This is an optimization exercise on Yosys and OpenROAD, whose aim is small area, a short achievable clock period and few clock cycles per item, not a production implementation. At most, simulation tests tie the RTL to the original design; equivalence was not proved. The flow treats the clock pin as an ideal source. Dropping or thinning the clock tree relies on that and would not hold on a real chip. Power and IR drop assume default switching activity.

== red ==
==> flow/design.v <==
module qspi_memory_interface (
    input  wire        clk,
    input  wire        spi_rst_n,
    input  wire        st,
    input  wire        ld,
    input  wire        spi_target,     
    input  wire [15:0] addr,
    input  wire [15:0] data_in,
    output reg  [15:0] data_out,
    output wire        spi_clk,
    output reg         spi_flash_cs,   
    output reg         spi_ram_cs,     
    input  wire [3:0]  spi_data_in,
    output wire [3:0]  spi_data_out,
    output wire [3:0]  spi_data_oe,
    output reg         busy
);
    localparam integer LFSR_N = 28;
    localparam integer LFSR_M = 25;
    localparam integer PAT_K  = 15;
    localparam [PAT_K-1:0] PAT = 15'd31999;
    reg  [6:0]  cnt;
    reg         init_done;
    reg  [31:0] sr;
    reg  [3:0]  dq;
    reg         oeq;
    reg         oe0;
    assign spi_clk      = cnt[0];
    assign spi_data_out = dq;
    assign spi_data_oe  = {oeq, oeq, oeq, oe0};
    wire [5:0] b   = cnt[6:1];
    wire       ev  = !cnt[0];
    wire       fl  = !spi_flash_cs;
    wire       rm  = !spi_ram_cs;
    wire       wr  = oeq;
    wire [15:0] t = data_out;
    wire s66  = t[0] & !t[1];
    wire s99  = t[1] & !t[2];
    wire s06  = t[3] & !t[4];
    wire s31  = t[4] & !t[5];
    wire i_eb = t[9];
    wire i_wait = !t[0] | (t[2] & !t[3]) | (t[5] & !t[9]);
    wire i_cmd_bit =
        (s66 & ((b == 6'd1) || (b == 6'd2) || (b == 6'd5) || (b == 6'd6))) |
        (s99 & ((b == 6'd0) || (b == 6'd3) || (b == 6'd4) || (b == 6'd7))) |
        (s06 & ((b == 6'd5) || (b == 6'd6))) |
        (s31 & ((b == 6'd2) || (b == 6'd3) || (b == 6'd7) || (b == 6'd14))) |
        (i_eb & ((b == 6'd0) || (b == 6'd1) || (b == 6'd2) || (b == 6'd4) ||
                 (b == 6'd6) || (b == 6'd7)));
    wire [6:0] i_last = i_eb ? 7'd39 : (s31 ? 7'd31 : 7'd15);
    wire hit    = (sr[PAT_K-1:0] == PAT);
    wire lfsr_fb = !(sr[LFSR_N-1] ^ sr[LFSR_M-1]);
    wire go_f   = ld & !spi_target;
    wire go_r   = spi_target & (ld | st);
    wire f_end  = (cnt == 7'd30);
    wire r_end  = (b == 6'd47) & (cnt[0] | !wr);
    reg [3:0] f_nib;
    always @(*) begin
        case (b)
            6'd1:    f_nib = {3'b000, sr[31]};
            6'd2:    f_nib = {sr[31], sr[29], sr[27], sr[25]};
            6'd3:    f_nib = {sr[25], sr[23], sr[21], sr[19]};
            6'd4:    f_nib = {sr[19], sr[17], sr[15], sr[13]};
            6'd5:    f_nib = {sr[13], sr[11], sr[9], 1'b0};
            6'd6:    f_nib = 4'b1010;
            default: f_nib = 4'b0000;
        endcase
    end
    wire r_bit = (b == 6'd6) | ((b == 6'd7) & !wr) |
                 ((b >= 6'd15) & (b <= 6'd30) & sr[27]) |
                 ((b >= 6'd32) & sr[28]);
    wire i_step  = busy & ((i_wait & hit) | (!i_wait & fl & (cnt == i_last)));
    wire i_end   = i_step & i_eb;
    wire d_sh4   = init_done & busy & fl & ev & (cnt >= 7'd24);
    wire d_sh1   = init_done ? (busy & rm & !wr & ev & (cnt >= 7'd64)) : (i_step & !i_eb);
    wire d_hold  = !(d_sh4 | d_sh1 | i_end);
    wire d_in1   = spi_data_in[1] | !init_done;
    always @(posedge clk or negedge spi_rst_n) begin
        if (!spi_rst_n)
            data_out <= 16'h0000;
        else
            data_out <= ({16{d_hold}} & data_out) |
                        ({16{d_sh4}}  & {data_out[11:0], spi_data_in}) |
                        ({16{d_sh1}}  & {data_out[14:0], d_in1});
    end
    always @(posedge clk or negedge spi_rst_n) begin
        if (!spi_rst_n) begin
            busy         <= 1'b0;
            spi_flash_cs <= 1'b1;
            spi_ram_cs   <= 1'b1;
            init_done    <= 1'b0;
            oeq          <= 1'b0;
            oe0          <= 1'b0;
        end else if (!init_done) begin
            busy <= 1'b1;
            oeq  <= 1'b0;
            oe0  <= 1'b0;
            if (busy && !i_wait) begin
                if (spi_flash_cs) begin
                    spi_flash_cs <= 1'b0;
                end else begin
                    oe0 <= 1'b1;
                    oeq <= i_eb & (b >= 6'd8);
                    if (cnt == i_last) begin
                        spi_flash_cs <= 1'b1;
                        oe0          <= 1'b0;
                        oeq          <= 1'b0;
                        if (i_eb) begin
                            init_done <= 1'b1;
                            busy      <= 1'b0;
                        end
                    end
                end
            end
        end else if (!busy) begin
            busy         <= go_f | go_r;
            spi_flash_cs <= !go_f;
            spi_ram_cs   <= !go_r;
            oeq          <= go_r & !ld;
            oe0          <= 1'b0;
        end else begin
            if (fl) begin
                oeq <= (cnt < 7'd15);
                oe0 <= (cnt < 7'd15);
                if (f_end) begin
                    busy         <= 1'b0;
                    spi_flash_cs <= 1'b1;
                    oeq          <= 1'b0;
                    oe0          <= 1'b0;
                end
            end else begin
                oe0 <= 1'b1;
                if (r_end) begin
                    busy       <= 1'b0;
                    spi_ram_cs <= 1'b1;
                    oe0        <= 1'b0;
                    oeq        <= 1'b0;
                end
            end
        end
    end
    wire c_run = busy & (init_done ? !(fl ? f_end : r_end)
                                   : (!i_wait & fl & (cnt != i_last)));
    wire [6:0] cnt_nx = c_run ? cnt + 7'd1 : 7'd0;
    always @(posedge clk or negedge spi_rst_n) begin
        if (!spi_rst_n)
            cnt[0] <= 1'b0;
        else
            cnt[0] <= cnt_nx[0];
    end
    always @(posedge clk)
        cnt[6:1] <= cnt_nx[6:1];
    wire [31:0] ring_in;
    genvar gi;
    generate
        for (gi = 0; gi < 16; gi = gi + 1) begin : g_map
            assign ring_in[(2*gi + 31) % 32] = addr[gi];
            assign ring_in[(2*gi + 30) % 32] = data_in[gi];
        end
    endgenerate
    wire sr_load = init_done & !busy;
    wire sr_rot  = busy & (init_done | (i_wait & !hit));
    wire sr_in0  = init_done ? sr[31] : lfsr_fb;
    always @(posedge clk)
        sr <= ({32{sr_load}} & ring_in) | ({32{sr_rot}} & {sr[30:0], sr_in0});
    always @(posedge clk) begin
        if (!init_done)
            dq <= {i_eb & (b == 6'd14), 1'b0, i_eb & (b == 6'd14), i_cmd_bit};
        else if (fl)
            dq <= f_nib;
        else
            dq <= {3'b000, r_bit};
    end
endmodule
clock: 10.0 ns
lec_check: 0
cap_margin: 20
core_margin: 2
core_utilization: 40
slew_margin: 20
standard.sh (not shown) runs the stock make flow with config.mk's settings and CLKGATE_MAP_FILE= SYNTH_SCRIPT=/design/flow/synth_recipe.tcl, a recipe that flattens the netlist after the stock synthesis.
==> flow/flow/run.sh <==
#!/bin/bash
set -euo pipefail
export POST_CTS_TCL="$PWD/flow/post_cts.tcl"
bash standard.sh finish SETUP_SLACK_MARGIN=7 "BUFFER_PORTS_ARGS=-buffer_cell sky130_fd_sc_hd__buf_1" > make_finish.log 2>&1
Other scripts of this flow, unchanged in this note and not shown: flow/flow/clocktree.tcl, flow/flow/post_cts.tcl
Testbench counts of red, summed over its fixed seeds: cycles 82,887, ops 1,280.
Here is what was changed in the inputs of blue compared with red.
diff --git a/flow/design.v b/flow/design.v
--- a/flow/design.v
+++ b/flow/design.v
@@ -55,36 +55,42 @@
     wire f_end  = (cnt == 7'd30);
     wire r_end  = (b == 6'd47) & (cnt[0] | !wr);
     reg [3:0] f_nib;
     always @(*) begin
         case (b)
             6'd1:    f_nib = {3'b000, sr[31]};
-            6'd2:    f_nib = {sr[31], sr[29], sr[27], sr[25]};
-            6'd3:    f_nib = {sr[25], sr[23], sr[21], sr[19]};
-            6'd4:    f_nib = {sr[19], sr[17], sr[15], sr[13]};
-            6'd5:    f_nib = {sr[13], sr[11], sr[9], 1'b0};
+            6'd2, 6'd3, 6'd4, 6'd5: f_nib = data_out[15:12];
             6'd6:    f_nib = 4'b1010;
             default: f_nib = 4'b0000;
         endcase
     end
     wire r_bit = (b == 6'd6) | ((b == 6'd7) & !wr) |
                  ((b >= 6'd15) & (b <= 6'd30) & sr[27]) |
                  ((b >= 6'd32) & sr[28]);
     wire i_step  = busy & ((i_wait & hit) | (!i_wait & fl & (cnt == i_last)));
     wire i_end   = i_step & i_eb;
-    wire d_sh4   = init_done & busy & fl & ev & (cnt >= 7'd24);
+    wire d_ld    = init_done & busy & fl & (cnt == 7'd0);
+    wire d_sh4   = init_done & busy & fl & ev & (cnt >= 7'd24 || (cnt >= 7'd4 && cnt <= 7'd8));
+    wire [15:0] a_ring;
+    genvar ai;
+    generate
+        for (ai = 0; ai < 16; ai = ai + 1) begin : g_aring
+            assign a_ring[ai] = sr[(2*ai + 31) % 32];
+        end
+    endgenerate
     wire d_sh1   = init_done ? (busy & rm & !wr & ev & (cnt >= 7'd64)) : (i_step & !i_eb);
-    wire d_hold  = !(d_sh4 | d_sh1 | i_end);
+    wire d_hold  = !(d_sh4 | d_sh1 | d_ld | i_end);
     wire d_in1   = spi_data_in[1] | !init_done;
     always @(posedge clk or negedge spi_rst_n) begin
         if (!spi_rst_n)
             data_out <= 16'h0000;
         else
             data_out <= ({16{d_hold}} & data_out) |
                         ({16{d_sh4}}  & {data_out[11:0], spi_data_in}) |
-                        ({16{d_sh1}}  & {data_out[14:0], d_in1});
+                        ({16{d_sh1}}  & {data_out[14:0], d_in1}) |
+                        ({16{d_ld}}   & {a_ring[14:0], 1'b0});
     end
     always @(posedge clk or negedge spi_rst_n) begin
         if (!spi_rst_n) begin
             busy         <= 1'b0;
             spi_flash_cs <= 1'b1;
             spi_ram_cs   <= 1'b1;
Results
blue: done, clean on timing, DRC and antenna
Compared with red, in blue finished layout cell area was more or less identical; setup clock skew after layout went up by 4.2 ps; fraction of area in registers went up by 0.20 points.
Delta (blue minus red): worst stage delay on the critical path went up, clock period minus final worst setup slack went up, wire length went up, power went up.
Diff blue..red | routing usage on met3 | negligible
Function not checked in blue: the RTL went through the layout flow alone. No run of this note takes its clock network from TritonCTS; it comes from the design's own scripts or RTL.

-- what the ideal ports hide --
Ports are ideal in the flow. The routed layouts listed here were re-timed in OpenROAD.
Step 1, drivers: a clkbuf_16 drives clk and a buf_2 each remaining input, both assumed.
Step 2 also shifts input and output timing later by t, the mid clock arrival at the registers, as if the neighbouring blocks saw the same clock.
a / b / c = ideal / step 1 / step 2; a / b = the first two.
| run | t, ns | setup slack, ns | worst hold slack (ns) | clock arrival spread, ns |
|---|---|---|---|---|
| red | 0.207 | 7.170 / 7.110 / 7.317 | 0.450 / 0.450 / 0.450 | 0.008 / 0.009 |
| blue | 0.208 | 7.155 / 7.096 / 7.279 | 0.451 / 0.451 / 0.451 | 0.012 / 0.012 |
After both steps setup and hold are still met in every run listed.
